This design comes from an exercise in tuning for small area, a short achievable clock period and few clock cycles on the open sky130 flow, not from production work.
Only simulation tests tie the RTL to the original design; equivalence was not proved.
Power is estimated from default activity; no workload was simulated.

`run.sh`:
```
#!/bin/bash
# synth_recipe.tcl (not shown) runs the flow's synth.tcl, then flattens the netlist and writes it again
# the make line also repeats each setting of config.mk as NAME=value (left out here)
make -C /OpenROAD-flow-scripts/flow DESIGN_CONFIG=/design/flow/config.mk WORK_HOME=/design/flow/orfs CLKGATE_MAP_FILE= SYNTH_SCRIPT=/design/flow/synth_recipe.tcl finish
```
`config.mk`:
```
export PLATFORM = sky130hd
export DESIGN_NAME = LASER
export DESIGN_NICKNAME = LASER
export VERILOG_FILES = /design/flow/design.v
export SDC_FILE = /design/flow/constraint.sdc
export NUM_CORES = 4
export LEC_CHECK = 0
export ABC_AREA = 1
export CAP_MARGIN = 30
export CORE_MARGIN = 2
export CORE_UTILIZATION = 40
export SLEW_MARGIN = 20
```
`constraint.sdc`:
```
create_clock -name core_clock -period 10.0 [get_ports {CLK}]
set_input_delay 2.0000 -clock core_clock [delete_from_list [all_inputs] [get_ports {CLK}]]
set_output_delay 2.0000 -clock core_clock [all_outputs]
set_load 0.01 [all_outputs]
```
`design.v`:
```
module LASER (
    input CLK,
    input RST,
    input [3:0] X,
    input [3:0] Y,
    output reg [3:0] C1X,
    output reg [3:0] C1Y,
    output reg [3:0] C2X,
    output reg [3:0] C2Y,
    output reg DONE
);
    reg [3:0] px [0:39];
    reg [4:0] yr [0:39];      
    reg [39:0] pm;            
    reg       run;            
    reg [5:0] in_cnt;
    reg [4:0] cyc;            
    reg       par;            
    reg [5:0] b_cnt;
    reg [3:0] b_x, b_y;
    wire rowcyc = run & (cyc <= 5'd11);
    wire mcyc   = run & (cyc == 5'd16);
    wire ecyc   = run & (cyc == 5'd15);
    wire last_in = ~run & (in_cnt == 6'd39);
    wire same = par ? (b_x == C1X && b_y == C1Y) : (b_x == C2X && b_y == C2Y);
    reg [4:0] delta;
    always @* begin
        if (!run)
            delta = last_in ? 5'd2 : 5'd0;
        else if (cyc <= 5'd10)
            delta = 5'd1;
        else if (cyc == 5'd15)
            delta = {1'b0, b_y} - 5'd13;
        else if (cyc == 5'd16)
            delta = 5'd2 - {1'b0, b_y};
        else
            delta = 5'd0;
    end
    wire [11:0] colbit [0:39];
    wire [39:0] newmask;
    wire [11:0] bx_hot;
    genvar t, c;
    generate
        for (c = 0; c < 12; c = c + 1) begin : bh
            assign bx_hot[c] = (b_x == c + 2);
        end
        for (t = 0; t < 40; t = t + 1) begin : tg
            laser_tfun u_tf (.px(px[t]), .yr(yr[t]), .en(mcyc | ~pm[t]), .col(colbit[t]));
            assign newmask[t] = |(colbit[t] & bx_hot);
        end
    endgenerate
    reg [11-1:0] pa [0:11];
    reg [5:0] cnt [0:11];
    generate
        for (c = 0; c < 12; c = c + 1) begin : pc
            wire [39:0] bits;
            for (t = 0; t < 40; t = t + 1) begin : bb
                assign bits[t] = colbit[t][c];
            end
            wire [11-1:0] part;
            wire [5:0] sum;
            pc40_a u_a (.in(bits), .out(part));
            pc40_b u_b (.in(pa[c]), .out(sum));
            always @(posedge CLK) begin
                pa[c] <= part;
                cnt[c] <= sum;
            end
        end
    endgenerate
    reg [5:0] mc [0:2];
    reg [3:0] mx [0:2];
    generate
        for (c = 0; c < 3; c = c + 1) begin : am
            wire t0 = cnt[4*c+1] > cnt[4*c];
            wire [5:0] c0 = t0 ? cnt[4*c+1] : cnt[4*c];
            wire [1:0] x0 = t0 ? 2'd1 : 2'd0;
            wire t1 = cnt[4*c+3] > cnt[4*c+2];
            wire [5:0] c1 = t1 ? cnt[4*c+3] : cnt[4*c+2];
            wire [1:0] x1 = t1 ? 2'd3 : 2'd2;
            wire t2 = c1 > c0;
            always @(posedge CLK) begin
                mc[c] <= t2 ? c1 : c0;
                mx[c] <= (4*c + 2) + (t2 ? x1 : x0);
            end
        end
    endgenerate
    wire tk3 = mc[1] > mc[0];
    wire [5:0] m3c = tk3 ? mc[1] : mc[0];
    wire [3:0] m3x = tk3 ? mx[1] : mx[0];
    wire tk4 = mc[2] > m3c;
    wire [5:0] rmc = tk4 ? mc[2] : m3c;
    wire [3:0] rmx = tk4 ? mx[2] : m3x;
    reg vB, vC, vD, fB, fC, fD;
    reg [3:0] rB, rC, rD;
    wire take = vD & (fD | (rmc > b_cnt));
    wire m00 = (Y == 4'd0 && X <= 4'd4) || (Y <= 4'd2 && X <= 4'd3) ||
               (Y == 4'd3 && X <= 4'd2) || (Y == 4'd4 && X == 4'd0);
    integer i;
    always @(posedge CLK) begin
        px[0] <= run ? px[39] : X;
        yr[0] <= (run ? yr[39] : {1'b0, Y}) - delta;
        pm[0] <= run ? (mcyc ? newmask[39] : pm[39]) : m00;
        for (i = 1; i < 40; i = i + 1) begin
            px[i] <= px[i-1];
            yr[i] <= yr[i-1] - delta;
            pm[i] <= mcyc ? newmask[i-1] : pm[i-1];
        end
        vB <= rowcyc;
        fB <= (cyc == 5'd0);
        rB <= cyc[3:0] + 4'd2;
        vC <= vB; fC <= fB; rC <= rB;
        vD <= vC; fD <= fC; rD <= rC;
        if (take) begin
            b_cnt <= rmc;
            b_x <= rmx;
            b_y <= rD;
        end
        if (RST) begin
            run <= 1'b0;
            in_cnt <= 6'd0;
            DONE <= 1'b0;
        end else if (!run) begin
            DONE <= 1'b0;
            in_cnt <= in_cnt + 6'd1;
            if (last_in) begin
                in_cnt <= 6'd0;
                run <= 1'b1;
                cyc <= 5'd0;
                par <= 1'b0;
                C1X <= 4'd0;  C1Y <= 4'd0;
                C2X <= 4'd15; C2Y <= 4'd15;
            end
        end else begin
            cyc <= cyc + 5'd1;
            if (ecyc) begin
                par <= ~par;
                if (par) begin C1X <= b_x; C1Y <= b_y; end
                else     begin C2X <= b_x; C2Y <= b_y; end
                if (same) begin
                    DONE <= 1'b1;
                    run <= 1'b0;
                end
            end
            if (mcyc)
                cyc <= 5'd0;
        end
    end
endmodule
module laser_tfun(px, yr, en, col);
  input [3:0] px;
  wire [3:0] px;
  input [4:0] yr;
  wire [4:0] yr;
  input en;
  wire en;
  output [11:0] col;
  wire [11:0] col;
  wire _0_;
  wire _10_;
  wire _11_;
  wire _12_;
  wire _13_;
  wire _14_;
  wire _15_;
  wire _16_;
  wire _17_;
  wire _18_;
  wire _19_;
  wire _1_;
  wire _20_;
  wire _21_;
  wire _22_;
  wire _23_;
  wire _24_;
  wire _25_;
  wire _26_;
  wire _27_;
  wire _28_;
  wire _29_;
  wire _2_;
  wire _30_;
  wire _31_;
  wire _32_;
  wire _33_;
  wire _34_;
  wire _35_;
  wire _36_;
  wire _37_;
  wire _38_;
  wire _39_;
  wire _3_;
  wire _40_;
  wire _41_;
  wire _42_;
  wire _43_;
  wire _44_;
  wire _45_;
  wire _46_;
  wire _47_;
  wire _48_;
  wire _49_;
  wire _4_;
  wire _50_;
  wire _51_;
  wire _52_;
  wire _53_;
  wire _54_;
  wire _55_;
  wire _56_;
  wire _57_;
  wire _5_;
  wire _6_;
  wire _7_;
  wire _8_;
  wire _9_;
  assign _54_ = _27_ & ~(_55_);
  assign _53_ = _54_ | _30_;
  assign _52_ = _35_ ? _19_ : _9_;
  assign _51_ = _52_ | _53_;
  assign col[7] = ~((_56_ & px[2]) | _51_);
  assign _50_ = px[2] | px[3];
  assign _49_ = ~(px[2] & px[3]);
  assign _48_ = _49_ | ~(_29_);
  assign _47_ = ~(_48_ & _50_);
  assign _46_ = _4_ | ~(_17_);
  assign _45_ = _20_ & ~(_46_);
  assign _44_ = _45_ | _47_;
  assign col[6] = _26_ & ~(_44_);
  assign _43_ = ~((_50_ | _7_) & _49_);
  assign _42_ = _55_ | ~(_11_);
  assign _41_ = ~((_42_ | _13_) & _14_);
  assign col[5] = ~(_41_ | _43_);
  assign _40_ = ~((_57_ & _6_) | px[2]);
  assign _39_ = _49_ & _2_;
  assign col[4] = _39_ & ~(_40_);
  assign _38_ = ~((_19_ & _12_) | _35_);
  assign _37_ = ~((_56_ & _19_) | _53_);
  assign col[3] = _37_ & ~(_38_);
  assign _36_ = ~((_29_ | px[2]) & px[3]);
  assign col[2] = _36_ & _15_;
  assign col[1] = _35_ & ~(_10_);
  assign col[0] = _8_ & ~(_1_);
  assign col[11] = _37_ & ~(_36_);
  assign _35_ = ~px[3];
  assign _34_ = ~((yr[1] | yr[0]) & yr[2]);
  assign _33_ = ~(yr[4] | yr[3]);
  assign _32_ = yr[4] & yr[3];
  assign _31_ = ~((_32_ & yr[2]) | (_33_ & _34_));
  assign _30_ = _31_ | ~(en);
  assign _29_ = px[1] | px[0];
  assign _28_ = yr[1] | yr[0];
  assign _27_ = yr[2] & ~(_28_);
  assign _26_ = ~((_27_ & _29_) | _30_);
  assign _25_ = ~px[0];
  assign _24_ = ~(yr[1] | yr[0]);
  assign _23_ = _25_ & ~(_24_);
  assign _22_ = yr[0] & ~(yr[2]);
  assign _21_ = yr[1] ? _22_ : yr[2];
  assign _20_ = _21_ | _23_;
  assign _19_ = ~px[2];
  assign _18_ = ~(px[1] & px[0]);
  assign _17_ = _19_ ? px[1] : _18_;
  assign _16_ = _20_ & ~(_17_);
  assign _15_ = _26_ & ~(_16_);
  assign col[10] = _15_ & ~(_35_);
  assign _14_ = ~((_18_ & _27_) | _30_);
  assign _13_ = ~((_28_ & px[0]) | _21_);
  assign _12_ = ~px[1];
  assign _11_ = px[2] ? _12_ : _29_;
  assign _10_ = ~((_11_ | _13_) & _14_);
  assign _9_ = px[2] & px[1];
  assign _8_ = ~((_9_ & px[0]) | px[3]);
  assign col[9] = ~(_8_ | _10_);
  assign _7_ = ~_18_;
  assign _6_ = ~((_7_ & px[3]) | (_20_ & _29_));
  assign _5_ = en & ~(_31_);
  assign _4_ = px[1] & ~(px[0]);
  assign _3_ = _27_ & ~(_4_);
  assign _2_ = _5_ & ~(_3_);
  assign _1_ = ~((_6_ | _19_) & _2_);
  assign _0_ = _9_ | px[3];
  assign col[8] = _0_ & ~(_1_);
  assign _57_ = px[1] | px[3];
  assign _56_ = ~((_57_ | px[0]) & (_13_ | _7_));
  assign _55_ = px[0] & ~(px[1]);
endmodule
module pc40_a (input [39:0] in, output [10:0] out);
    wire a1, a2, a3, a4, a5, a6, a7, a8, a9, a10, a11, a12, a13, a14, a15, a16;
    wire a17, a18, a19, a20, a21, a22, a23, a24, a25, a26, a27, a28, a29, a30, a31, a32;
    wire a33, a34, a35, a36, a37, a38, a39, a40, a41, a42, a43, a44, a45, a46, a47, a48;
    wire a49, a50, a51, a52, a53, a54, a55, a56, a57, a58;
    assign a1 = in[0] ^ in[1] ^ in[2];
    assign a2 = (in[0] & in[1]) | (in[0] & in[2]) | (in[1] & in[2]);
    assign a3 = in[3] ^ in[4] ^ in[5];
    assign a4 = (in[3] & in[4]) | (in[3] & in[5]) | (in[4] & in[5]);
    assign a5 = in[6] ^ in[7] ^ in[8];
    assign a6 = (in[6] & in[7]) | (in[6] & in[8]) | (in[7] & in[8]);
    assign a7 = in[9] ^ in[10] ^ in[11];
    assign a8 = (in[9] & in[10]) | (in[9] & in[11]) | (in[10] & in[11]);
    assign a9 = in[12] ^ in[13] ^ in[14];
    assign a10 = (in[12] & in[13]) | (in[12] & in[14]) | (in[13] & in[14]);
    assign a11 = in[15] ^ in[16] ^ in[17];
    assign a12 = (in[15] & in[16]) | (in[15] & in[17]) | (in[16] & in[17]);
    assign a13 = in[18] ^ in[19] ^ in[20];
    assign a14 = (in[18] & in[19]) | (in[18] & in[20]) | (in[19] & in[20]);
    assign a15 = in[21] ^ in[22] ^ in[23];
    assign a16 = (in[21] & in[22]) | (in[21] & in[23]) | (in[22] & in[23]);
    assign a17 = in[24] ^ in[25] ^ in[26];
    assign a18 = (in[24] & in[25]) | (in[24] & in[26]) | (in[25] & in[26]);
    assign a19 = in[27] ^ in[28] ^ in[29];
    assign a20 = (in[27] & in[28]) | (in[27] & in[29]) | (in[28] & in[29]);
    assign a21 = in[30] ^ in[31] ^ in[32];
    assign a22 = (in[30] & in[31]) | (in[30] & in[32]) | (in[31] & in[32]);
    assign a23 = in[33] ^ in[34] ^ in[35];
    assign a24 = (in[33] & in[34]) | (in[33] & in[35]) | (in[34] & in[35]);
    assign a25 = in[36] ^ in[37] ^ in[38];
    assign a26 = (in[36] & in[37]) | (in[36] & in[38]) | (in[37] & in[38]);
    assign a27 = a1 ^ a3 ^ a5;
    assign a28 = (a1 & a3) | (a1 & a5) | (a3 & a5);
    assign a29 = a7 ^ a9 ^ a11;
    assign a30 = (a7 & a9) | (a7 & a11) | (a9 & a11);
    assign a31 = a13 ^ a15 ^ a17;
    assign a32 = (a13 & a15) | (a13 & a17) | (a15 & a17);
    assign a33 = a19 ^ a21 ^ a23;
    assign a34 = (a19 & a21) | (a19 & a23) | (a21 & a23);
    assign a35 = a2 ^ a4 ^ a6;
    assign a36 = (a2 & a4) | (a2 & a6) | (a4 & a6);
    assign a37 = a8 ^ a10 ^ a12;
    assign a38 = (a8 & a10) | (a8 & a12) | (a10 & a12);
    assign a39 = a14 ^ a16 ^ a18;
    assign a40 = (a14 & a16) | (a14 & a18) | (a16 & a18);
    assign a41 = a20 ^ a22 ^ a24;
    assign a42 = (a20 & a22) | (a20 & a24) | (a22 & a24);
    assign a43 = a27 ^ a29 ^ a31;
    assign a44 = (a27 & a29) | (a27 & a31) | (a29 & a31);
    assign a45 = a33 ^ a25 ^ in[39];
    assign a46 = (a33 & a25) | (a33 & in[39]) | (a25 & in[39]);
    assign a47 = a28 ^ a30 ^ a32;
    assign a48 = (a28 & a30) | (a28 & a32) | (a30 & a32);
    assign a49 = a34 ^ a35 ^ a37;
    assign a50 = (a34 & a35) | (a34 & a37) | (a35 & a37);
    assign a51 = a39 ^ a41 ^ a26;
    assign a52 = (a39 & a41) | (a39 & a26) | (a41 & a26);
    assign a53 = a36 ^ a38 ^ a40;
    assign a54 = (a36 & a38) | (a36 & a40) | (a38 & a40);
    assign a55 = a44 ^ a46 ^ a47;
    assign a56 = (a44 & a46) | (a44 & a47) | (a46 & a47);
    assign a57 = a48 ^ a50 ^ a52;
    assign a58 = (a48 & a50) | (a48 & a52) | (a50 & a52);
    assign out = {a54, a58, a42, a53, a57, a56, a51, a49, a55, a45, a43};
endmodule
module pc40_b (input [10:0] in, output [5:0] out);
    wire b1, b2, b3, b4, b5, b6, b7, b8, b9, b10, b11, b12, b13, b14, b15, b16;
    wire b17, b18;
    assign b1 = in[2] ^ in[3] ^ in[4];
    assign b2 = (in[2] & in[3]) | (in[2] & in[4]) | (in[3] & in[4]);
    assign b3 = in[5] ^ in[6] ^ in[7];
    assign b4 = (in[5] & in[6]) | (in[5] & in[7]) | (in[6] & in[7]);
    assign b5 = b2 ^ b3 ^ in[8];
    assign b6 = (b2 & b3) | (b2 & in[8]) | (b3 & in[8]);
    assign b7 = b4 ^ in[9] ^ in[10];
    assign b8 = (b4 & in[9]) | (b4 & in[10]) | (in[9] & in[10]);
    assign b9 = in[0] ^ in[1];
    assign b10 = in[0] & in[1];
    assign b11 = b1 ^ b10;
    assign b12 = b1 & b10;
    assign b13 = b5 ^ b12;
    assign b14 = b5 & b12;
    assign b15 = b6 ^ b7 ^ b14;
    assign b16 = (b6 & b7) | (b6 & b14) | (b7 & b14);
    assign b17 = b8 ^ b16;
    assign b18 = b8 & b16;
    assign out = {b18, b17, b15, b13, b11, b9};
endmodule
```
==> impl_metrics.json, run 1 <==
{
  "nFillCells": 13800,
  "critPathKind": "flip-flop to flip-flop",
  "peakVddDrop_uv": 276,
  "crit_buf_inv": 4,
  "hold_path_class": "flip-flop to flip-flop",
  "place_area_um2": 57000,
  "cts_resized": 0,
  "r2r_end": "pa[3][2]",
  "dp_cells": 9428,
  "antenna_found_initial": 9,
  "nets": 8484,
  "syn_to_final_growth_pct": 9.86,
  "routed_wl_mm": 198,
  "maxCapViolCount": 0,
  "p_sw_uw": 7740,
  "core_um2": 136000,
  "critPathMaxFanout": 23,
  "cts_setup_buffers": 0,
  "startpoint_type": "flip-flop",
  "r2r-start": "cyc[1]",
  "wl_per_cell_um": 20.7,
  "synthArstFlopShare": 0,
  "grt_overflow_total": 0,
  "drc": 0,
  "cts_sinks": 693,
  "htree_levels": 3,
  "max_stage_delay_ns": 0.68,
  "yosysTopAreaCell": "dfxtp_1",
  "synth_area_leaders": "dfxtp_1 (24%), fa_1 (16%), nand2_1 (13%)",
  "holdPathEnd": "fC",
  "maxSlewViolCount": 0,
  "synthTopCellsByCount": "nand2_1 (1966), inv_1 (1239), nor2_1 (916), nand3_1 (786), dfxtp_1 (657)",
  "num_rows": 135,
  "ant_nets": 0,
  "cts_hold_buffers": 0,
  "syn_area_per_cell_um2": 7.09,
  "r2r_cells": 15,
  "drt_first_pass_iters": 7,
  "gp_congestion": 0.989,
  "ioPinCount": 27,
  "ys_seq_elements": 693,
  "grt_usage": 0.281,
  "synth_edf_count": 36,
  "ys_types": 51,
  "fin_crit_sh": 0.526,
  "grt_max_degree": 41,
  "synth_most_common_cell": "nand2_1",
  "drt-initial-drc-count": 5018,
  "stdcell_count": 9591,
  "r2r_slack_ns": 4.74,
  "multi_input_area_um2": 35300,
  "worstMarginPinSlew_ns": 1.03,
  "postLayoutCellArea_um2": 60100,
  "dp_hpwl_mm": 156,
  "via_per_inst": 5.28,
  "holdPathStages": 0,
  "worst_slack_ns": 4.74,
  "pwr-share-seq": 0.242,
  "cts_tree": "done",
  "power_per_cell_area_nw_per_um2": 273,
  "yosysTopAreaCellShare": 0.240,
  "cp.arrival_ns": 5.83,
  "ctsRootBufferMaster": "clkbuf_16",
  "p_sw_frac": 0.471,
  "clkPwrFrac": 0.208,
  "grt_pass1_wl_mm": 298,
  "ys_seq_area_frac": 0.260,
  "tns_ns": 0,
  "max-clock-path-buffers": 3,
  "numCtsBuffers": 87,
  "syn_nets": 8469,
  "vias": 50700,
  "p_int_uw": 8690,
  "pwr-share-comb": 0.550,
  "cp_cell_sequence": "inv_1 -> ha_1 -> nand4_4 -> buf_4 -> nand2_1 -> nand2_1 -> nor2_1 -> nand2_1 -> inv_1 -> nand2_1 -> fa_1 -> inv_1 -> fa_1 -> fa_1 -> fa_1",
  "die_area_um2": 140000,
  "setup_viol": 0,
  "seqCellArea_um2": 14200,
  "min-delay-start": "fB",
  "final-hold-violation-count": 0,
  "fin_skew_ns": 0.0346,
  "fin_crit_ns": 5.26,
  "start_util": 0.403,
  "grt_pass1_vias": 49400,
  "relSlewSlack": 0.313,
  "critPathSlowestCell": "nand4_4",
  "die_h_um": 374,
  "synth_cells": 7721,
  "crit_required_ns": 10.57,
  "drive_gt1_frac": 0.0361,
  "fmax_mhz": 190,
  "chipWidth_um": 374,
  "yosys_warnings": 13,
  "synthesis.area_um2": 54700,
  "rsz0062_at_grt": "false",
  "clk_pin_slew_ns": 0.06,
  "clk_latency_ns": 0.72,
  "p_leak_uw": 0.0312,
  "io_buffers": 26,
  "path_delay_family": "adder cells",
  "ys.flop_type": "dfxtp_1",
  "dpl_worst_slack_ns": 4.79,
  "end_kind": "flip-flop",
  "run_status": "finished clean"
}
==> stage by stage <==
stage                      util  hold slack (ns)  total power, uW
after floorplan               -            0.310             9600
after global placement    0.420            0.311            12700
after detailed placement  0.420            0.312            12900
after CTS                 0.443            0.320            16400
after global routing      0.443            0.313            17600
final                     0.443            0.314            16400
==> layout by cell type, fill, tap and decap left out, types with 7 or more instances in the layout <==
cell type,Yosys,final
bufinv_16,0,12
nand2_2,18,19
nor2_1,916,908
fa_1,448,448
xor2_2,40,40
nor2_4,0,8
ha_1,290,290
clkinv_2,0,17
clkdlybuf4s50_1,0,26
edfxtp_1,36,36
xnor2_1,47,47
nand3_1,786,785
clkinvlp_4,0,7
nor3b_1,13,13
o21bai_1,12,12
a21boi_0,18,18
nand3b_1,44,44
a31oi_1,11,10
nand2_1,1966,1965
clkbuf_8,0,10
nor2_2,19,19
inv_1,1239,1237
a21oi_1,294,294
nor3_1,84,80
clkbuf_1,109,17
clkbuf_16,0,88
and2_1,68,68
nor3_2,4,8
xor2_1,91,91
dfxtp_1,657,657
nand4_1,160,160
buf_4,2,27
o21ai_0,289,289
==> logic make-up (layout without fill, tap and decap cells) <==
logic type	Yosys count	in the layout	share of synthesized area
AO/OA/AOI/OAI	647	647	0.0620
XOR/XNOR	178	178	0.0340
adder cells (fa/ha/maj)	738	738	0.230
buffers and inverters	1375	1463	0.0961
flip-flops	693	693	0.260
multiplexers	1	1	0.000183
other	0	1	0
AND/OR/NAND/NOR	4089	4089	0.317
==> worst max-delay path by stage <==
stage | startpoint | endpoint | slack (ns) | cells past startpoint
floorplan | cyc[0] | yr[11][4] | 5.47 | 14
global placement | cyc[1] | pa[3][2] | 4.81 | 15
detailed placement | cyc[1] | pa[4][2] | 4.79 | 13
CTS | cyc[1] | pa[4][2] | 4.78 | 13
global route | mc[0][2] | b_y[1] | 4.37 | 23
finish | cyc[1] | pa[3][2] | 4.74 | 15
==> layout make-up <==
type | instances | area share
multi-input combinational | 5653 | 0.588
sequential | 693 | 0.237
inverter | 1245 | 0.0778
clock buffer | 115 | 0.0400
tap | 1781 | 0.0371
clock inverter | 47 | 0.0114
timing repair buffer | 56 | 0.00907
antenna | 1 | 0.0000416
==> sequential cells by signal, indices dropped and copies added (netlist names), 5 cells and up <==
signal,flops
mx,9
mc,18
in_cnt,6
cyc,5
b_cnt,6
px,160
yr,200
cnt,72
pa,132
pm,40
==> worst reg2reg max path, delay by kind of cell, from the launching register on <==
kind / cells / cell delay, ns
flip-flops: 1 / 0.46
adder cells (fa/ha/maj): 5 / 2.34
buffers and inverters: 4 / 0.88
AND/OR/NAND/NOR: 6 / 1.46
==> power groups by stage <==
stage | Combinational [uW] | Sequential, uW | Clock, uW
2_1_floorplan | 5760 | 3840 | 0
3_3_place_gp | 8710 | 4040 | 0
3_5_place_dp | 8860 | 4030 | 0
4_1_cts | 8920 | 3980 | 3470
5_1_grt | 10000 | 4040 | 3590
6_report | 9040 | 3980 | 3410
==> layer usage <==
layer,up-vias,track usage,share of wire
met5,-,0,0.00016
met4,4,0.118,0.044
met3,452,0.0472,0.083
met2,2199,0.459,0.45
met1,23700,0.368,0.42
li1,24300,-,-
Testbench counts, summed over its fixed seeds: cycles 15,420.
==> run 2, diff against run 1 <==
--- a/config.mk
+++ b/config.mk
@@ -9,4 +9,5 @@
 export CAP_MARGIN = 30
 export CORE_MARGIN = 2
 export CORE_UTILIZATION = 40
+export SETUP_SLACK_MARGIN = 5
 export SLEW_MARGIN = 20
==> run 2 against run 1 <==
Effect of this change:
- still clean on timing, DRC and antenna
- non-clock buffer count up 6
- hold slack about the same
- register-to-register slack better by 0.46 ns
- sequential power about the same
- area after synthesis unchanged
- clock skew up 0.0031 ns
- critical endpoint is now pa[8][2]
- largest cell class unchanged
- largest power group unchanged
- highest routed layer unchanged
==> impl_metrics.json, run 2 <==
{
  "numCtsBuffers": 87,
  "fin_crit_ns": 4.80,
  "run_status": "finished clean",
  "cp.arrival_ns": 5.38,
  "syn_to_final_growth_pct": 10.1,
  "ys_seq_elements": 693,
  "startpoint_type": "flip-flop",
  "diodes": 0,
  "largestRegisters": "yr (200), px (160), pa (132)",
  "place_area_um2": 57000,
  "vias": 50900,
  "peakVddDrop_uv": 277,
  "ys_seq_area_frac": 0.260,
  "max-clock-path-buffers": 3,
  "drc": 0,
  "syn_nets": 8469,
  "crit_required_ns": 10.59,
  "holdPathStages": 0,
  "critPathKind": "flip-flop to flip-flop",
  "drt-initial-drc-count": 5057,
  "nets": 8492,
  "relSlewSlack": 0.307,
  "num_rows": 135,
  "core_um2": 136000,
  "critPathMaxFanout": 6,
  "die_area_um2": 140000,
  "wl_per_cell_um": 20.8,
  "io_buffers": 26,
  "drt_first_pass_iters": 11,
  "cts_tree": "done",
  "r2r_cells": 13,
  "grt_pass1_wl_mm": 300,
  "regMostFlops": "yr",
  "hold_path_class": "flip-flop to flip-flop",
  "p_leak_uw": 0.0312,
  "synthesis.area_um2": 54700,
  "ant_nets": 0,
  "yosysTopAreaCell": "dfxtp_1",
  "final_cell_mix": "nand2_1 (1964), inv_1 (1236), nor2_1 (908), nand3_1 (785), dfxtp_1 (657)",
  "power_per_cell_area_nw_per_um2": 274,
  "clk_latency_ns": 0.72,
  "grt_overflow_total": 0,
  "rsz0062_at_grt": "true",
  "yosys_warnings": 13,
  "fin_skew_ns": 0.0377,
  "synth_cells": 7721,
  "end_kind": "flip-flop",
  "maxCapViolCount": 0,
  "drive_gt1_frac": 0.0377,
  "tns_ns": 0,
  "maxSlewViolCount": 0,
  "worstMarginPinSlew_ns": 1.04,
  "synth_area_leaders": "dfxtp_1 (24%), fa_1 (16%), nand2_1 (13%)",
  "synth_most_common_cell": "nand2_1",
  "final-hold-violation-count": 0,
  "grt_pass1_vias": 49400,
  "syn_area_per_cell_um2": 7.09,
  "start_util": 0.403,
  "die_h_um": 374,
  "dp_hpwl_mm": 156,
  "routed_wl_mm": 200,
  "postLayoutCellArea_um2": 60200,
  "setup_viol": 0,
  "via_per_inst": 5.30,
  "synth_edf_count": 36,
  "gp_congestion": 0.989,
  "ys.flop_type": "dfxtp_1",
  "fmax_mhz": 209,
  "chipWidth_um": 374,
  "ioPinCount": 27,
  "clk_pin_slew_ns": 0.06,
  "fin_crit_sh": 0.480,
  "ys_types": 51,
  "antenna_found_initial": 7,
  "cts_sinks": 693,
  "grt_usage": 0.283,
  "grt_max_degree": 41,
  "synthArstFlopShare": 0,
  "synthTopCellsByCount": "nand2_1 (1966), inv_1 (1239), nor2_1 (916), nand3_1 (786), dfxtp_1 (657)",
  "htree_levels": 3,
  "final_common_cell": "nand2_1",
  "largest_reg_flops": 200,
  "yosysTopAreaCellShare": 0.240,
  "cts_hold_buffers": 0,
  "ctsRootBufferMaster": "clkbuf_16"
}
-- run 2: cell count changes in the layout (fill, tap and decap cells not counted), sizes merged --
| cell | before | now |
|---|---|---|
| buf | 30 | 36 |
| diode | 1 | 0 |
| nand4 | 161 | 162 |
| o21a | 1 | 2 |
-- run 2: final cells by class --
class / instances / area [um2]
repair buffers: 62 / 616
clock inverters: 47 / 684
clock buffers: 115 / 2400
inverters: 1245 / 4680
flip-flops and latches: 693 / 14200
well taps: 1781 / 2230
fillers: 13800 / 75400
multi-input cells: 5655 / 35400
-- run 2: layer usage --
| layer | vias to the layer above | GRT usage | share of wire |
|---|---|---|---|
| met2 | 2198 | 0.461 | 0.45 |
| li1 | 24300 | - | - |
| met5 | - | 0 | 0.000065 |
| met1 | 23900 | 0.371 | 0.42 |
| met4 | 2 | 0.117 | 0.042 |
| met3 | 439 | 0.0491 | 0.086 |
-- run 2: critical path, cell delays in order, from the launching register on --
cell and delay, ns:
edfxtp_1 0.48, nor2_2 0.54, nand4_4 0.16, buf_12 0.19
buf_4 0.20, nand2_1 0.20, nand3b_1 0.13, a21oi_1 0.21
nand2_1 0.16, fa_1 0.58, fa_1 0.77, inv_1 0.10
fa_1 0.42, fa_1 0.48
-- run 2: report_power, final --
part           total (uW)  internal [uW]  leakage, uW  switching (uW)
clock                3410           2030      0.00149            1380
combinational        9090           3160       0.0239            5930
sequential           3990           3520      0.00581             468
total               16500           8700       0.0312            7790
-- run 2: repair_timing --
| item | 4_1_cts | 5_1_grt |
|---|---|---|
| gates cloned | 1 | 1 |
| setup endpoints to repair | 28 | 39 |
| gates resized for setup | 1 | 10 |
| pin swaps | 1 | 4 |
| buffers inserted | 3 | 3 |
-- run 2: logic make-up after synthesis --
kind of cell / after synthesis / share of synthesized area
xor gates and xnor gates: 178 / 0.0340
buffers and inverters: 1375 / 0.0961
and+or+nand+nor: 4089 / 0.317
adders and majority gates: 738 / 0.230
muxes: 1 / 0.000183
AOI/OAI and AO/OA: 647 / 0.0620
DFF: 693 / 0.260
-- run 2: worst paths after layout --
kind,from,slack [ns],end
setup / recovery,cyc[3],5.20,pa[8][2]
hold / removal,fB,0.31,fC
setup reg to reg,cyc[3],5.20,pa[8][2]
hold reg to reg,fB,0.31,fC
-- run 2: through the flow --
| step | power (uW) | utilization | worst slack (ns) | hold WS, ns | cells |
|---|---|---|---|---|---|
| 4_1_cts | 16400 | 0.444 | 4.92 | 0.320 | 9594 |
| 5_1_grt | 17700 | 0.444 | 4.89 | 0.313 | 9598 |
| 3_5_place_dp | 12900 | 0.420 | 4.79 | 0.312 | 9428 |
| 3_3_place_gp | 12700 | 0.420 | 4.81 | 0.311 | 9425 |
| 6_report | 16500 | 0.444 | 5.20 | 0.314 | 9598 |
| 2_1_floorplan | 9600 | - | 5.47 | 0.310 | 7721 |
==> run 3, diff against run 2 <==
--- a/design.v
+++ b/design.v
@@ -21,21 +21,27 @@
     wire rowcyc = run & (cyc <= 5'd11);
     wire mcyc   = run & (cyc == 5'd16);
     wire ecyc   = run & (cyc == 5'd15);
+    wire clr    = run & (cyc == 5'd12);    
     wire last_in = ~run & (in_cnt == 6'd39);
     wire same = par ? (b_x == C1X && b_y == C1Y) : (b_x == C2X && b_y == C2Y);
     reg [4:0] delta;
+    reg [4:0] delta_n;
+    wire [3:0] b_y_n;         
     always @* begin
-        if (!run)
-            delta = last_in ? 5'd2 : 5'd0;
-        else if (cyc <= 5'd10)
-            delta = 5'd1;
+        if (RST)
+            delta_n = 5'd0;
+        else if (!run)
+            delta_n = last_in ? 5'd1 : (in_cnt == 6'd38) ? 5'd2 : 5'd0;
+        else if (cyc <= 5'd9 || cyc == 5'd16)
+            delta_n = 5'd1;
+        else if (cyc == 5'd14)
+            delta_n = {1'b0, b_y_n} - 5'd13;
         else if (cyc == 5'd15)
-            delta = {1'b0, b_y} - 5'd13;
-        else if (cyc == 5'd16)
-            delta = 5'd2 - {1'b0, b_y};
+            delta_n = same ? 5'd0 : 5'd2 - {1'b0, b_y};
         else
-            delta = 5'd0;
+            delta_n = 5'd0;
     end
+    always @(posedge CLK) delta <= delta_n;
     wire [11:0] colbit [0:39];
     wire [39:0] newmask;
     wire [11:0] bx_hot;
@@ -45,7 +51,7 @@
             assign bx_hot[c] = (b_x == c + 2);
         end
         for (t = 0; t < 40; t = t + 1) begin : tg
-            laser_tfun u_tf (.px(px[t]), .yr(yr[t]), .en(mcyc | ~pm[t]), .col(colbit[t]));
+            laser_tfun u_tf (.px(px[t]), .yr(yr[t]), .en(~pm[t]), .col(colbit[t]));
             assign newmask[t] = |(colbit[t] & bx_hot);
         end
     endgenerate
@@ -84,26 +90,29 @@
             end
         end
     endgenerate
-    wire tk3 = mc[1] > mc[0];
-    wire [5:0] m3c = tk3 ? mc[1] : mc[0];
-    wire [3:0] m3x = tk3 ? mx[1] : mx[0];
-    wire tk4 = mc[2] > m3c;
-    wire [5:0] rmc = tk4 ? mc[2] : m3c;
-    wire [3:0] rmx = tk4 ? mx[2] : m3x;
     reg vB, vC, vD, fB, fC, fD;
     reg [3:0] rB, rC, rD;
-    wire take = vD & (fD | (rmc > b_cnt));
+    wire g01 = mc[1] > mc[0];
+    wire g02 = mc[2] > mc[0];
+    wire g12 = mc[2] > mc[1];
+    wire w0 = (fD | (mc[0] > b_cnt)) & ~g01 & ~g02;
+    wire w1 = (fD | (mc[1] > b_cnt)) & g01 & ~g12;
+    wire w2 = (fD | (mc[2] > b_cnt)) & g02 & g12;
+    wire take = vD & (w0 | w1 | w2);
+    wire [5:0] rmc = w0 ? mc[0] : w1 ? mc[1] : mc[2];
+    wire [3:0] rmx = w0 ? mx[0] : w1 ? mx[1] : mx[2];
+    assign b_y_n = take ? rD : b_y;
     wire m00 = (Y == 4'd0 && X <= 4'd4) || (Y <= 4'd2 && X <= 4'd3) ||
                (Y == 4'd3 && X <= 4'd2) || (Y == 4'd4 && X == 4'd0);
     integer i;
     always @(posedge CLK) begin
         px[0] <= run ? px[39] : X;
         yr[0] <= (run ? yr[39] : {1'b0, Y}) - delta;
-        pm[0] <= run ? (mcyc ? newmask[39] : pm[39]) : m00;
+        pm[0] <= run ? (mcyc ? newmask[39] : pm[39] & ~clr) : m00;
         for (i = 1; i < 40; i = i + 1) begin
             px[i] <= px[i-1];
             yr[i] <= yr[i-1] - delta;
-            pm[i] <= mcyc ? newmask[i-1] : pm[i-1];
+            pm[i] <= mcyc ? newmask[i-1] : pm[i-1] & ~clr;
         end
         vB <= rowcyc;
         fB <= (cyc == 5'd0);
==> run 3 against run 2 <==
Effect of this change:
- count of clock-buffer cells in the layout rose by 1
- hold slack improved by 0.012 ns
- non-clock buffer count rose by 2
- highest routed layer is now met4
- global-route usage fell by 1.3 points
- still clean
==> impl_metrics.json, run 3 <==
{
  "run_status": "finished clean",
  "synthTopCellsByCount": "nand2_1 (1467), inv_1 (1359), nor2_1 (924), dfxtp_1 (666), a21oi_1 (459)",
  "cts_resized": 0,
  "cp_cell_sequence": "inv_1 -> nand3_1 -> o21ai_0 -> a21oi_1 -> o21ai_0 -> nand2_1 -> nand3_1 -> fa_1 -> inv_1 -> fa_1 -> fa_1 -> fa_1",
  "gp_congestion": 1.00,
  "htree_levels": 3,
  "syn_area_per_cell_um2": 7.24,
  "critPathKind": "flip-flop to flip-flop",
  "routed_wl_mm": 186,
  "chipWidth_um": 370,
  "maxCapViolCount": 0,
  "max_stage_delay_ns": 0.68,
  "place_area_um2": 55800,
  "antenna_found_initial": 2,
  "syn_nets": 8191,
  "p_sw_frac": 0.479,
  "p_leak_uw": 0.0291,
  "num_rows": 134,
  "yosys_warnings": 13,
  "largest_reg_flops": 200,
  "dpl_worst_slack_ns": 5.59,
  "dp_hpwl_mm": 145,
  "peakVddDrop_uv": 367,
  "grt_pass1_wl_mm": 280,
  "diodes": 0,
  "fmax_mhz": 253,
  "synth_cells": 7423,
  "setup.worst_path.start": "yr[0][2]",
  "cp_common_cell": "fa_1",
  "io_buffers": 26,
  "fin_crit_ns": 3.95,
  "yosysTopAreaCell": "dfxtp_1",
  "largestRegisters": "yr (200), px (160), pa (132)",
  "power.total_uw": 16100,
  "start_util": 0.403,
  "fin_skew_ns": 0.0819,
  "crit_required_ns": 10.63,
  "maxSlewViolCount": 0,
  "grt_max_degree": 41,
  "rsz0062_at_grt": "false",
  "ys_types": 57,
  "synthArstFlopShare": 0,
  "grt_pass1_vias": 46600,
  "synth_most_common_cell": "nand2_1",
  "numCtsBuffers": 87,
  "ant_nets": 0,
  "worstMarginPinSlew_ns": 1.01,
  "startpoint_type": "flip-flop",
  "p_int_uw": 8390,
  "ctsRootBufferMaster": "clkbuf_16",
  "nets": 8183,
  "cts_sinks": 698,
  "r2r-start": "yr[0][2]",
  "setup_viol": 0,
  "core_um2": 133000,
  "worst_slack_ns": 6.05,
  "grt_usage": 0.270,
  "whs_ns": 0.325,
  "die_h_um": 370,
  "cp.arrival_ns": 4.57,
  "relSlewSlack": 0.324,
  "grt_overflow_total": 0,
  "end_kind": "flip-flop",
  "drt_first_pass_iters": 6,
  "nFillCells": 13600,
  "ys.flop_type": "dfxtp_1",
  "syn_to_final_growth_pct": 9.44,
  "tns_ns": 0,
  "r2r_slack_ns": 6.05,
  "vias": 48500,
  "ioPinCount": 27,
  "die_area_um2": 137000,
  "drc": 0,
  "final_cell_mix": "nand2_1 (1467), inv_1 (1356), nor2_1 (919), dfxtp_1 (663), a21oi_1 (459)",
  "yosysTopAreaCellShare": 0.248,
  "synth_area_leaders": "dfxtp_1 (25%), fa_1 (15%), nand2_1 (10%)",
  "clk_pin_slew_ns": 0.06,
  "cts_setup_buffers": 0,
  "cts_tree": "done",
  "drive_gt1_frac": 0.0363,
  "min-delay-start": "rB[1]",
  "clk_latency_ns": 0.75,
  "synth_edf_count": 32,
  "fin_crit_sh": 0.395,
  "clkPwrFrac": 0.202,
  "critPathMaxFanout": 7,
  "max-clock-path-buffers": 3,
  "hold_path_class": "flip-flop to flip-flop",
  "ys_seq_elements": 698,
  "ys_seq_area_frac": 0.266,
  "via_per_inst": 5.25,
  "r2r_cells": 12,
  "final_common_cell": "nand2_1",
  "final-hold-violation-count": 0,
  "regMostFlops": "yr",
  "drt-initial-drc-count": 4700,
  "power_per_cell_area_nw_per_um2": 274,
  "p_sw_uw": 7710,
  "pwr-share-comb": 0.551,
  "synthesis.area_um2": 53700,
  "wl_per_cell_um": 20.2,
  "postLayoutCellArea_um2": 58800,
  "critPathSlowestCell": "fa_1",
  "holdPathStages": 0,
  "cts_hold_buffers": 0,
  "pwr-share-seq": 0.247
}
run 3: kinds of logic (layout without fill, tap and decap cells):
logic type | Yosys count | after routing | synth area share
multiplexers | 1 | 1 | 0.000186
adder cells (fa/ha/maj) | 758 | 758 | 0.233
AND/OR/NAND/NOR | 3103 | 3103 | 0.240
flip-flops | 698 | 698 | 0.266
XOR/XNOR | 217 | 217 | 0.0354
buffers and inverters | 1534 | 1594 | 0.110
AO/OA/AOI/OAI | 1112 | 1112 | 0.116
run 3: power groups by stage:
stage                     Clock (uW)  Sequential, uW  Combinational [uW]
after floorplan                    0            3840                5520
after global placement             0            4020                8540
after detailed placement           0            4020                8660
after CTS                       3320            3970                8710
after global routing            3420            4040                9910
final                           3250            3980                8870
run 3: per-layer routing:
metal | share of wire | GRT usage | vias to the layer above
met5 | 0 | 0 | -
met4 | 0.044 | 0.113 | 0
met3 | 0.078 | 0.0424 | 386
met2 | 0.44 | 0.431 | 2007
met1 | 0.43 | 0.364 | 22800
li1 | - | - | 23300
run 3: worst paths after layout:
check             end
min reg2reg     rC[1]
max          pa[7][2]
min             rC[1]
max reg2reg  pa[7][2]
run 3: area by class of cell:
cell class / instances / area, um2 / area share
timing repair buffer: 64 / 561 / 0.00953
clock buffer: 116 / 2450 / 0.0416
inverter: 1373 / 5150 / 0.0877
tap: 1768 / 2210 / 0.0376
clock inverter: 41 / 528 / 0.00898
sequential: 698 / 14300 / 0.243
multi-input combinational: 5191 / 33600 / 0.571
run 3: critical path: cells and delay by family, from the launching register on:
kind / cells / cell delay [ns]
buf+inv: 2 / 0.25
compound gates: 3 / 0.53
simple gates: 3 / 0.37
flops: 1 / 0.47
fa+ha+maj: 4 / 2.19
run 3: stage by stage:
stage	utilization	cells
floorplan	-	7423
global placement	0.418	9088
detailed placement	0.418	9091
CTS	0.440	9248
global route	0.441	9251
finish	0.441	9251
Testbench counts of run 3, summed over its fixed seeds: cycles 15,420.
==> run 4, diff against run 3 <==
--- a/design.v
+++ b/design.v
@@ -55,7 +55,7 @@
             assign newmask[t] = |(colbit[t] & bx_hot);
         end
     endgenerate
-    reg [11-1:0] pa [0:11];
+    reg [13-1:0] pa [0:11];
     reg [5:0] cnt [0:11];
     generate
         for (c = 0; c < 12; c = c + 1) begin : pc
@@ -63,7 +63,7 @@
             for (t = 0; t < 40; t = t + 1) begin : bb
                 assign bits[t] = colbit[t][c];
             end
-            wire [11-1:0] part;
+            wire [13-1:0] part;
             wire [5:0] sum;
             pc40_a u_a (.in(bits), .out(part));
             pc40_b u_b (.in(pa[c]), .out(sum));
@@ -293,11 +293,11 @@
   assign _56_ = ~((_57_ | px[0]) & (_13_ | _7_));
   assign _55_ = px[0] & ~(px[1]);
 endmodule
-module pc40_a (input [39:0] in, output [10:0] out);
+module pc40_a (input [39:0] in, output [12:0] out);
     wire a1, a2, a3, a4, a5, a6, a7, a8, a9, a10, a11, a12, a13, a14, a15, a16;
     wire a17, a18, a19, a20, a21, a22, a23, a24, a25, a26, a27, a28, a29, a30, a31, a32;
     wire a33, a34, a35, a36, a37, a38, a39, a40, a41, a42, a43, a44, a45, a46, a47, a48;
-    wire a49, a50, a51, a52, a53, a54, a55, a56, a57, a58;
+    wire a49, a50, a51, a52, a53, a54;
     assign a1 = in[0] ^ in[1] ^ in[2];
     assign a2 = (in[0] & in[1]) | (in[0] & in[2]) | (in[1] & in[2]);
     assign a3 = in[3] ^ in[4] ^ in[5];
@@ -352,32 +352,32 @@
     assign a52 = (a39 & a41) | (a39 & a26) | (a41 & a26);
     assign a53 = a36 ^ a38 ^ a40;
     assign a54 = (a36 & a38) | (a36 & a40) | (a38 & a40);
-    assign a55 = a44 ^ a46 ^ a47;
-    assign a56 = (a44 & a46) | (a44 & a47) | (a46 & a47);
-    assign a57 = a48 ^ a50 ^ a52;
-    assign a58 = (a48 & a50) | (a48 & a52) | (a50 & a52);
-    assign out = {a54, a58, a42, a53, a57, a56, a51, a49, a55, a45, a43};
+    assign out = {a54, a42, a53, a52, a50, a48, a51, a49, a47, a46, a44, a45, a43};
 endmodule
-module pc40_b (input [10:0] in, output [5:0] out);
+module pc40_b (input [12:0] in, output [5:0] out);
     wire b1, b2, b3, b4, b5, b6, b7, b8, b9, b10, b11, b12, b13, b14, b15, b16;
-    wire b17, b18;
+    wire b17, b18, b19, b20, b21, b22;
     assign b1 = in[2] ^ in[3] ^ in[4];
     assign b2 = (in[2] & in[3]) | (in[2] & in[4]) | (in[3] & in[4]);
-    assign b3 = in[5] ^ in[6] ^ in[7];
-    assign b4 = (in[5] & in[6]) | (in[5] & in[7]) | (in[6] & in[7]);
-    assign b5 = b2 ^ b3 ^ in[8];
-    assign b6 = (b2 & b3) | (b2 & in[8]) | (b3 & in[8]);
-    assign b7 = b4 ^ in[9] ^ in[10];
-    assign b8 = (b4 & in[9]) | (b4 & in[10]) | (in[9] & in[10]);
-    assign b9 = in[0] ^ in[1];
-    assign b10 = in[0] & in[1];
-    assign b11 = b1 ^ b10;
-    assign b12 = b1 & b10;
-    assign b13 = b5 ^ b12;
-    assign b14 = b5 & b12;
-    assign b15 = b6 ^ b7 ^ b14;
-    assign b16 = (b6 & b7) | (b6 & b14) | (b7 & b14);
-    assign b17 = b8 ^ b16;
-    assign b18 = b8 & b16;
-    assign out = {b18, b17, b15, b13, b11, b9};
+    assign b3 = in[7] ^ in[8] ^ in[9];
+    assign b4 = (in[7] & in[8]) | (in[7] & in[9]) | (in[8] & in[9]);
+    assign b5 = b1 ^ in[5] ^ in[6];
+    assign b6 = (b1 & in[5]) | (b1 & in[6]) | (in[5] & in[6]);
+    assign b7 = b2 ^ b3 ^ in[10];
+    assign b8 = (b2 & b3) | (b2 & in[10]) | (b3 & in[10]);
+    assign b9 = b6 ^ b7 ^ in[11];
+    assign b10 = (b6 & b7) | (b6 & in[11]) | (b7 & in[11]);
+    assign b11 = b8 ^ b4 ^ in[12];
+    assign b12 = (b8 & b4) | (b8 & in[12]) | (b4 & in[12]);
+    assign b13 = in[0] ^ in[1];
+    assign b14 = in[0] & in[1];
+    assign b15 = b5 ^ b14;
+    assign b16 = b5 & b14;
+    assign b17 = b9 ^ b16;
+    assign b18 = b9 & b16;
+    assign b19 = b10 ^ b11 ^ b18;
+    assign b20 = (b10 & b11) | (b10 & b18) | (b11 & b18);
+    assign b21 = b12 ^ b20;
+    assign b22 = b12 & b20;
+    assign out = {b22, b21, b19, b17, b15, b13};
 endmodule
==> run 4 against run 3 <==
Effect of this change:
- still clean
- register-to-register slack better by 0.31 ns
- worst setup slack better by 0.22 ns
- power down 0.50%
- sequential power up 4%
- critical path depth down 6
- critical endpoint is now C2Y[1]
==> impl_metrics.json, run 4 <==
{
  "largestRegisters": "yr (200), px (160), pa (156)",
  "die_area_um2": 138000,
  "max-clock-path-buffers": 3,
  "synth_cells": 7320,
  "final_cell_mix": "nand2_1 (1443), inv_1 (1345), nor2_1 (974), dfxtp_1 (687), a21oi_1 (495)",
  "p_leak_uw": 0.0290,
  "syn_nets": 8088,
  "rsz0062_at_grt": "false",
  "regMostFlops": "yr",
  "vias": 47900,
  "crit_required_ns": 10.34,
  "final-hold-violation-count": 0,
  "synthArstFlopShare": 0,
  "cts_sinks": 722,
  "cts_hold_buffers": 0,
  "synthTopCellsByCount": "nand2_1 (1443), inv_1 (1348), nor2_1 (975), dfxtp_1 (690), a21oi_1 (495)",
  "antenna_found_initial": 7,
  "dp_hpwl_mm": 144,
  "setup_viol": 0,
  "end_kind": "flip-flop",
  "grt_pass1_vias": 45900,
  "core_um2": 134000,
  "r2r_slack_ns": 6.36,
  "numCtsBuffers": 88,
  "cts_setup_buffers": 0,
  "via_per_inst": 5.22,
  "yosysTopAreaCellShare": 0.256,
  "r2r_cells": 13,
  "cp.arrival_ns": 4.07,
  "yosys_warnings": 13,
  "die_h_um": 371,
  "power_per_cell_area_nw_per_um2": 270,
  "drive_gt1_frac": 0.0400,
  "ctsRootBufferMaster": "clkbuf_16",
  "hold_path_class": "flip-flop to flip-flop",
  "holdPathStages": 0,
  "cts_resized": 0,
  "grt_usage": 0.267,
  "ys_types": 62,
  "io_buffers": 26,
  "ys_seq_elements": 722,
  "whs_ns": 0.323,
  "grt_pass1_wl_mm": 278,
  "ioPinCount": 27,
  "drc": 0,
  "largest_reg_flops": 200,
  "final_common_cell": "nand2_1",
  "peakVddDrop_uv": 218,
  "cts_tree": "done",
  "r2r-start": "cyc[0]",
  "critPathMaxFanout": 9,
  "drt-initial-drc-count": 4806,
  "chipWidth_um": 371,
  "clk_latency_ns": 0.73,
  "run_status": "finished clean",
  "holdPathEnd": "rC[3]",
  "synth_most_common_cell": "nand2_1",
  "stdcell_count": 9172,
  "ys_seq_area_frac": 0.274,
  "fin_crit_ns": 3.73,
  "worstMarginPinSlew_ns": 1.01,
  "drt_first_pass_iters": 7,
  "grt_max_degree": 45,
  "gp_congestion": 0.998,
  "critPathKind": "input pin to flip-flop",
  "tns_ns": 0,
  "diodes": 0,
  "synth_edf_count": 32,
  "ys.flop_type": "dfxtp_1",
  "nets": 8100,
  "yosysTopAreaCell": "dfxtp_1",
  "syn_area_per_cell_um2": 7.38,
  "grt_overflow_total": 0,
  "fin_skew_ns": 0.0604,
  "synth_area_leaders": "dfxtp_1 (26%), fa_1 (17%), nand2_1 (10%)",
  "synthesis.area_um2": 54000,
  "start_util": 0.404,
  "ant_nets": 0,
  "htree_levels": 3,
  "clk_pin_slew_ns": 0.06,
  "routed_wl_mm": 186,
  "r2r_end": "pm[7]",
  "wl_per_cell_um": 20.2,
  "num_rows": 134,
  "min-delay-start": "rB[3]",
  "fmax_mhz": 268,
  "syn_to_final_growth_pct": 9.67,
  "startpoint_type": "input pin",
  "relSlewSlack": 0.324,
  "dp_cells": 9007,
  "maxSlewViolCount": 0,
  "fin_crit_sh": 0.373,
  "maxCapViolCount": 0
}
-- run 4: final cells by class --
cell class | count | area [um2]
Sequential cell | 722 | 14800
Fill cell | 13600 | 74600
Clock buffer | 121 | 2500
Multi-Input combinational cell | 5093 | 33500
Timing Repair Buffer | 56 | 518
Inverter | 1371 | 5150
Clock inverter | 41 | 601
Tap cell | 1768 | 2210
-- run 4: cell families (layout without fill, tap and decap cells) --
group	Yosys count	count (layout)	share of synthesized area
buffers and inverters	1505	1589	0.107
XOR/XNOR	169	169	0.0274
adder cells (fa/ha/maj)	758	758	0.238
AND/OR/NAND/NOR	3083	3083	0.238
flip-flops	722	722	0.274
AO/OA/AOI/OAI	1082	1082	0.116
multiplexers	1	1	0.000185
-- run 4: worst max path at each step --
stage,startpoint,end,slack (ns)
floorplan,delta[1],yr[11][3],5.61
global placement,RST,C2Y[0],5.56
detailed placement,RST,C2Y[1],5.53
CTS,C1Y[3],C1Y[3],6.24
global route,RST,C2Y[0],6.07
finish,RST,C2Y[1],6.27
-- run 4: critical path, cell delays in order --
cell and delay, ns:
clkdlybuf4s50_1 0.60, nor2_1 0.45, inv_1 0.15, a21oi_1 0.20, inv_1 0.08, a21oi_1 0.58
-- run 4: through the flow --
stage	setup WS [ns]	total power (uW)	util	cell area (um2)
after floorplan	5.61	9270	-	54000
after detailed placement	5.53	12500	0.420	56100
after CTS	6.24	16000	0.443	59200
after global routing	6.07	17200	0.443	59200
after global placement	5.56	12300	0.419	56100
final	6.27	16000	0.443	59200
-- run 4: routing by layer --
metal | global-route usage | wire [um] | part of all wire
met1 | 0.353 | 79300 | 0.43
met5 | 0 | 40 | 0.00022
met4 | 0.120 | 9300 | 0.050
met3 | 0.0462 | 14400 | 0.077
met2 | 0.428 | 82700 | 0.45
-- run 4: power breakdown --
part | internal [uW] | leakage [uW] | switching (uW)
Clock | 2030 | 0.00151 | 1410
Combinational | 2950 | 0.0214 | 5490
Sequential | 3640 | 0.00604 | 510
Total | 8620 | 0.0290 | 7400
Testbench counts of run 4, summed over its fixed seeds: cycles 15,420.
==> run 5, diff against run 4 <==
--- a/design.v
+++ b/design.v
@@ -9,7 +9,7 @@
     output reg [3:0] C2Y,
     output reg DONE
 );
-    reg [3:0] px [0:39];
+    reg [3:0] px [0:39];      
     reg [4:0] yr [0:39];      
     reg [39:0] pm;            
     reg       run;            
@@ -24,7 +24,7 @@
     wire clr    = run & (cyc == 5'd12);    
     wire last_in = ~run & (in_cnt == 6'd39);
     wire same = par ? (b_x == C1X && b_y == C1Y) : (b_x == C2X && b_y == C2Y);
-    reg [4:0] delta;
+    reg [4:0] ndelta;         
     reg [4:0] delta_n;
     wire [3:0] b_y_n;         
     always @* begin
@@ -41,11 +41,18 @@
         else
             delta_n = 5'd0;
     end
-    always @(posedge CLK) delta <= delta_n;
+    always @(posedge CLK) ndelta <= -delta_n;
+    genvar t, c;
+    wire [4:0] yr_in [0:39];
+    generate
+        for (t = 0; t < 40; t = t + 1) begin : ys
+            wire [4:0] a = (t == 0) ? (run ? yr[39] : {1'b0, Y}) : yr[(t + 39) % 40];
+            laser_add5 u_add (.a(a), .b(ndelta), .s(yr_in[t]));
+        end
+    endgenerate
     wire [11:0] colbit [0:39];
     wire [39:0] newmask;
     wire [11:0] bx_hot;
-    genvar t, c;
     generate
         for (c = 0; c < 12; c = c + 1) begin : bh
             assign bx_hot[c] = (b_x == c + 2);
@@ -106,12 +113,12 @@
                (Y == 4'd3 && X <= 4'd2) || (Y == 4'd4 && X == 4'd0);
     integer i;
     always @(posedge CLK) begin
-        px[0] <= run ? px[39] : X;
-        yr[0] <= (run ? yr[39] : {1'b0, Y}) - delta;
+        px[0] <= run ? px[39] : (X ^ {1'b0, X[3:1]});    
+        yr[0] <= yr_in[0];
         pm[0] <= run ? (mcyc ? newmask[39] : pm[39] & ~clr) : m00;
         for (i = 1; i < 40; i = i + 1) begin
             px[i] <= px[i-1];
-            yr[i] <= yr[i-1] - delta;
+            yr[i] <= yr_in[i];
             pm[i] <= mcyc ? newmask[i-1] : pm[i-1] & ~clr;
         end
         vB <= rowcyc;
@@ -130,28 +137,25 @@
             DONE <= 1'b0;
         end else if (!run) begin
             DONE <= 1'b0;
-            in_cnt <= in_cnt + 6'd1;
-            if (last_in) begin
-                in_cnt <= 6'd0;
+            in_cnt <= last_in ? 6'd0 : in_cnt + 6'd1;
+            if (last_in)
                 run <= 1'b1;
-                cyc <= 5'd0;
-                par <= 1'b0;
-                C1X <= 4'd0;  C1Y <= 4'd0;
-                C2X <= 4'd15; C2Y <= 4'd15;
-            end
+        end else if (ecyc && same) begin
+            DONE <= 1'b1;
+            run <= 1'b0;
+        end
+        if (last_in) begin
+            cyc <= 5'd0;
+            par <= 1'b0;
+            C1X <= 4'd0;  C1Y <= 4'd0;
+            C2X <= 4'd15; C2Y <= 4'd15;
         end else begin
-            cyc <= cyc + 5'd1;
+            cyc <= mcyc ? 5'd0 : cyc + 5'd1;
             if (ecyc) begin
                 par <= ~par;
                 if (par) begin C1X <= b_x; C1Y <= b_y; end
                 else     begin C2X <= b_x; C2Y <= b_y; end
-                if (same) begin
-                    DONE <= 1'b1;
-                    run <= 1'b0;
-                end
             end
-            if (mcyc)
-                cyc <= 5'd0;
         end
     end
 endmodule
@@ -203,95 +207,76 @@
   wire _42_;
   wire _43_;
   wire _44_;
-  wire _45_;
-  wire _46_;
-  wire _47_;
-  wire _48_;
-  wire _49_;
   wire _4_;
-  wire _50_;
-  wire _51_;
-  wire _52_;
-  wire _53_;
-  wire _54_;
-  wire _55_;
-  wire _56_;
-  wire _57_;
   wire _5_;
   wire _6_;
   wire _7_;
   wire _8_;
   wire _9_;
-  assign _54_ = _27_ & ~(_55_);
-  assign _53_ = _54_ | _30_;
-  assign _52_ = _35_ ? _19_ : _9_;
-  assign _51_ = _52_ | _53_;
-  assign col[7] = ~((_56_ & px[2]) | _51_);
-  assign _50_ = px[2] | px[3];
-  assign _49_ = ~(px[2] & px[3]);
-  assign _48_ = _49_ | ~(_29_);
-  assign _47_ = ~(_48_ & _50_);
-  assign _46_ = _4_ | ~(_17_);
-  assign _45_ = _20_ & ~(_46_);
-  assign _44_ = _45_ | _47_;
-  assign col[6] = _26_ & ~(_44_);
-  assign _43_ = ~((_50_ | _7_) & _49_);
-  assign _42_ = _55_ | ~(_11_);
-  assign _41_ = ~((_42_ | _13_) & _14_);
-  assign col[5] = ~(_41_ | _43_);
-  assign _40_ = ~((_57_ & _6_) | px[2]);
-  assign _39_ = _49_ & _2_;
-  assign col[4] = _39_ & ~(_40_);
-  assign _38_ = ~((_19_ & _12_) | _35_);
-  assign _37_ = ~((_56_ & _19_) | _53_);
-  assign col[3] = _37_ & ~(_38_);
-  assign _36_ = ~((_29_ | px[2]) & px[3]);
-  assign col[2] = _36_ & _15_;
-  assign col[1] = _35_ & ~(_10_);
-  assign col[0] = _8_ & ~(_1_);
-  assign col[11] = _37_ & ~(_36_);
-  assign _35_ = ~px[3];
-  assign _34_ = ~((yr[1] | yr[0]) & yr[2]);
-  assign _33_ = ~(yr[4] | yr[3]);
-  assign _32_ = yr[4] & yr[3];
-  assign _31_ = ~((_32_ & yr[2]) | (_33_ & _34_));
-  assign _30_ = _31_ | ~(en);
-  assign _29_ = px[1] | px[0];
-  assign _28_ = yr[1] | yr[0];
-  assign _27_ = yr[2] & ~(_28_);
-  assign _26_ = ~((_27_ & _29_) | _30_);
-  assign _25_ = ~px[0];
-  assign _24_ = ~(yr[1] | yr[0]);
-  assign _23_ = _25_ & ~(_24_);
-  assign _22_ = yr[0] & ~(yr[2]);
-  assign _21_ = yr[1] ? _22_ : yr[2];
-  assign _20_ = _21_ | _23_;
-  assign _19_ = ~px[2];
-  assign _18_ = ~(px[1] & px[0]);
-  assign _17_ = _19_ ? px[1] : _18_;
-  assign _16_ = _20_ & ~(_17_);
-  assign _15_ = _26_ & ~(_16_);
-  assign col[10] = _15_ & ~(_35_);
-  assign _14_ = ~((_18_ & _27_) | _30_);
-  assign _13_ = ~((_28_ & px[0]) | _21_);
+  assign col[0] = _1_ & ~(_23_);
+  assign col[11] = px[3] & ~(_23_);
+  assign _22_ = ~px[2];
+  assign _21_ = yr[1] | yr[0];
+  assign _20_ = yr[4] | yr[3];
+  assign _19_ = ~((_21_ & yr[2]) | _20_);
+  assign _18_ = ~(yr[3] & yr[2]);
+  assign _17_ = yr[4] & ~(_18_);
+  assign _16_ = ~((_17_ | _19_) & en);
+  assign _15_ = ~px[0];
+  assign _14_ = ~(yr[1] & yr[0]);
+  assign _13_ = yr[2] ? yr[1] : _14_;
   assign _12_ = ~px[1];
-  assign _11_ = px[2] ? _12_ : _29_;
-  assign _10_ = ~((_11_ | _13_) & _14_);
-  assign _9_ = px[2] & px[1];
-  assign _8_ = ~((_9_ & px[0]) | px[3]);
-  assign col[9] = ~(_8_ | _10_);
-  assign _7_ = ~_18_;
-  assign _6_ = ~((_7_ & px[3]) | (_20_ & _29_));
-  assign _5_ = en & ~(_31_);
-  assign _4_ = px[1] & ~(px[0]);
-  assign _3_ = _27_ & ~(_4_);
-  assign _2_ = _5_ & ~(_3_);
-  assign _1_ = ~((_6_ | _19_) & _2_);
-  assign _0_ = _9_ | px[3];
-  assign col[8] = _0_ & ~(_1_);
-  assign _57_ = px[1] | px[3];
-  assign _56_ = ~((_57_ | px[0]) & (_13_ | _7_));
-  assign _55_ = px[0] & ~(px[1]);
+  assign _11_ = ~((_21_ | _15_) & _12_);
+  assign _10_ = ~((_13_ | _15_) & _11_);
+  assign _9_ = _21_ & ~(_15_);
+  assign _8_ = ~(_9_ | _13_);
+  assign _7_ = ~((_8_ & _10_) | _16_);
+  assign _6_ = ~(yr[1] | yr[0]);
+  assign _5_ = ~((_6_ | px[0]) & _13_);
+  assign _4_ = yr[2] & ~(_21_);
+  assign _3_ = ~((_5_ & _12_) | _4_);
+  assign _2_ = ~((_3_ | _22_) & _7_);
+  assign col[10] = px[3] & ~(_2_);
+  assign _1_ = ~px[3];
+  assign _0_ = ~((_3_ | px[2]) & _7_);
+  assign _44_ = _15_ & ~(_21_);
+  assign _43_ = px[1] | ~(px[2]);
+  assign _42_ = _43_ | ~(_44_);
+  assign col[9] = ~((_42_ & _1_) | _0_);
+  assign _41_ = px[0] & ~(_13_);
+  assign _40_ = _11_ & ~(_41_);
+  assign _39_ = ~((_12_ | _15_) & _4_);
+  assign _38_ = _39_ & ~(_16_);
+  assign _37_ = ~((_40_ | px[2]) & _38_);
+  assign _36_ = _13_ & ~(_9_);
+  assign _35_ = _43_ | ~(_36_);
+  assign col[8] = ~((_35_ & _1_) | _37_);
+  assign _34_ = ~((px[1] | _15_) & _4_);
+  assign _33_ = ~((_34_ & px[2]) | (_36_ & px[1]));
+  assign _32_ = _33_ | _16_;
+  assign _31_ = px[0] & ~(_21_);
+  assign _30_ = px[2] & ~(_5_);
+  assign _29_ = ~((_30_ | _15_) & (_31_ | _12_));
+  assign col[7] = ~((_29_ & _1_) | _32_);
+  assign _28_ = ~((_21_ & _12_) | _30_);
+  assign _27_ = _8_ & _11_;
+  assign _26_ = ~((_44_ & px[1]) | px[2]);
+  assign _25_ = _26_ | _16_;
+  assign _24_ = _25_ | _27_;
+  assign col[6] = ~((_28_ & _1_) | _24_);
+  assign col[5] = ~((_28_ & px[3]) | _24_);
+  assign col[4] = ~((_29_ & px[3]) | _32_);
+  assign col[3] = ~((_35_ & px[3]) | _37_);
+  assign col[2] = ~((_42_ & px[3]) | _0_);
+  assign col[1] = _1_ & ~(_2_);
+  assign _23_ = ~((_40_ | _22_) & _38_);
+endmodule
+module laser_add5 (input [4:0] a, input [4:0] b, output [4:0] s);
+    wire c0 = a[0] & b[0];
+    wire c1 = (a[1] & b[1]) | (a[1] & c0) | (b[1] & c0);
+    wire c2 = (a[2] & b[2]) | (a[2] & c1) | (b[2] & c1);
+    wire c3 = (a[3] & b[3]) | (a[3] & c2) | (b[3] & c2);
+    assign s = {a[4] ^ b[4] ^ c3, a[3] ^ b[3] ^ c2, a[2] ^ b[2] ^ c1, a[1] ^ b[1] ^ c0, a[0] ^ b[0]};
 endmodule
 module pc40_a (input [39:0] in, output [12:0] out);
     wire a1, a2, a3, a4, a5, a6, a7, a8, a9, a10, a11, a12, a13, a14, a15, a16;
==> run 5 against run 4 <==
Effect of this change:
- sequential share of layout area grew 1.9 points
- non-clock buffer count shrank 1
- routed wire length shrank 17%
- fmax shrank 1.7%
- largest power group unchanged
- clock skew shrank 0.021 ns
- final area shrank 8.6%
==> impl_metrics.json, run 5 <==
{
  "htree_levels": 3,
  "dp_hpwl_mm": 125,
  "route.met2.wl_mm": 70.2,
  "setup_viol": 0,
  "clk_latency_ns": 0.68,
  "fin_crit_sh": 0.379,
  "yosysTopAreaCellShare": 0.290,
  "antenna_found_initial": 1,
  "chipWidth_um": 355,
  "syn_nets": 6918,
  "critPathKind": "flip-flop to flip-flop",
  "synth_edf_count": 10,
  "syn_to_final_growth_pct": 9.97,
  "critPathMaxFanout": 12,
  "drive_gt1_frac": 0.0536,
  "syn_area_per_cell_um2": 7.96,
  "p_leak_uw": 0.0255,
  "yosys_warnings": 13,
  "cts_tree": "done",
  "final_util": 0.444,
  "dr_wl_met3_mm": 10.7,
  "nets": 6951,
  "synth_most_common_cell": "nand2_1",
  "power.total_uw": 11500,
  "synthTopCellsByCount": "nand2_1 (1148), inv_1 (1133), dfxtp_1 (712), fa_1 (528), a21oi_1 (504)",
  "ys.flop_type": "dfxtp_1",
  "grt_overflow_total": 0,
  "routed_wl_mm": 155,
  "final_cell_mix": "nand2_1 (1148), inv_1 (1132), dfxtp_1 (708), fa_1 (528), a21oi_1 (504)",
  "final-hold-violation-count": 0,
  "crit_required_ns": 10.55,
  "max-clock-path-buffers": 3,
  "place_area_um2": 51300,
  "peakVddDrop_uv": 222,
  "grt_usage": 0.246,
  "drt_first_pass_iters": 8,
  "cts_setup_buffers": 0,
  "maxSlewViolCount": 0,
  "io_buffers": 26,
  "grt_pass1_vias": 40200,
  "ys_types": 61,
  "vias": 41100,
  "numCtsBuffers": 83,
  "synth_area_leaders": "dfxtp_1 (29%), fa_1 (21%), nand2_1 (8.8%)",
  "worstMarginPinSlew_ns": 1.03,
  "drt-initial-drc-count": 3922,
  "postLayoutCellArea_um2": 54100,
  "fin_skew_ns": 0.0390,
  "rsz0062_at_grt": "false",
  "start_util": 0.403,
  "ys_seq_elements": 722,
  "ctsRootBufferMaster": "clkbuf_16",
  "gp_congestion": 0.988,
  "hold_path_class": "flip-flop to flip-flop",
  "startpoint_type": "flip-flop",
  "clk_pin_slew_ns": 0.06,
  "cts_sinks": 722,
  "wl_met1_mm": 68.0,
  "run_status": "finished clean",
  "nFillCells": 12100,
  "die_area_um2": 126000,
  "via_per_inst": 5.20,
  "ant_nets": 0,
  "fmax_mhz": 264,
  "largest_reg_flops": 200,
  "maxCapViolCount": 0,
  "fin_crit_ns": 3.79,
  "drc": 0,
  "synth_cells": 6184,
  "cts_resized": 0,
  "grt_pass1_wl_mm": 238
}
==> run 5: path summary, 6_finish.rpt <==
check             slack, ns       end  startpoint  cells past startpoint
setup / recovery       6.21  mx[1][0]   cnt[4][5]                     18
hold / removal         0.33     rC[3]       rB[3]                      0
setup reg to reg       6.21  mx[1][0]   cnt[4][5]                     18
hold reg to reg        0.33     rC[3]       rB[3]                      0
==> run 5: cells by family (layout without fill, tap and decap cells) <==
family | after synthesis | after routing | share of synthesized area
xor+xnor | 93 | 93 | 0.0165
buf+inv | 1277 | 1379 | 0.0989
fa+ha+maj | 724 | 724 | 0.264
simple gates | 2217 | 2217 | 0.193
other cells | 0 | 2 | 0
flops | 722 | 722 | 0.296
compound gates | 1151 | 1151 | 0.131
==> run 5: worst max-delay path: stages (launching register included) <==
cell,delay [ns]
dfxtp_1,0.31
inv_1,0.05
ha_1,0.30
nand2_1,0.07
nor2_1,0.13
o21ai_0,0.11
o211ai_1,0.13
nand2_1,0.27
o21ai_0,0.42
ha_1,0.23
inv_1,0.04
o21bai_1,0.12
a21o_1,0.12
a21oi_1,0.05
nor2_1,0.08
a211oi_1,0.05
a31oi_1,0.60
inv_1,0.23
o21ai_0,0.35
==> run 5: power by group <==
| part | internal (uW) | switching (uW) |
|---|---|---|
| registers | 3450 | 389 |
| clock network | 1790 | 1320 |
| logic | 1600 | 2940 |
==> run 5: metal layers <==
metal  vias to the layer above  GRT usage
met5                         -          0
li1                      19800          -
met2                      1534      0.394
met4                         0     0.0961
met3                       258     0.0441
met1                     19600      0.330
==> run 5: layout make-up <==
cell class              instances  area [um2]  area share
clock buffers                 114        2400      0.0443
inverters                    1170        4390      0.0812
flip-flops and latches        722       14600       0.269
well taps                    1625        2030      0.0376
multi-input cells            4185       29900       0.552
diodes                          2        5.00   0.0000924
repair buffers                 55         483     0.00892
clock inverters                40         378     0.00698
==> run 5: per-stage QoR <==
step                      worst slack [ns]  std cells
after floorplan                       6.32       6184
after global placement                5.68       7752
after detailed placement              5.77       7754
after CTS                             6.26       7908
after global routing                  5.74       7911
final                                 6.21       7913
Testbench counts of run 5, summed over its fixed seeds: cycles 15,420.

Check on run 5: ideal ports give 6.209 ns setup slack; a clkbuf_16 on the clock port and buf_2 on the inputs give 6.209 ns; moving port delays by the midpoint clock arrival (0.736 ns) as well gives 5.736 ns.
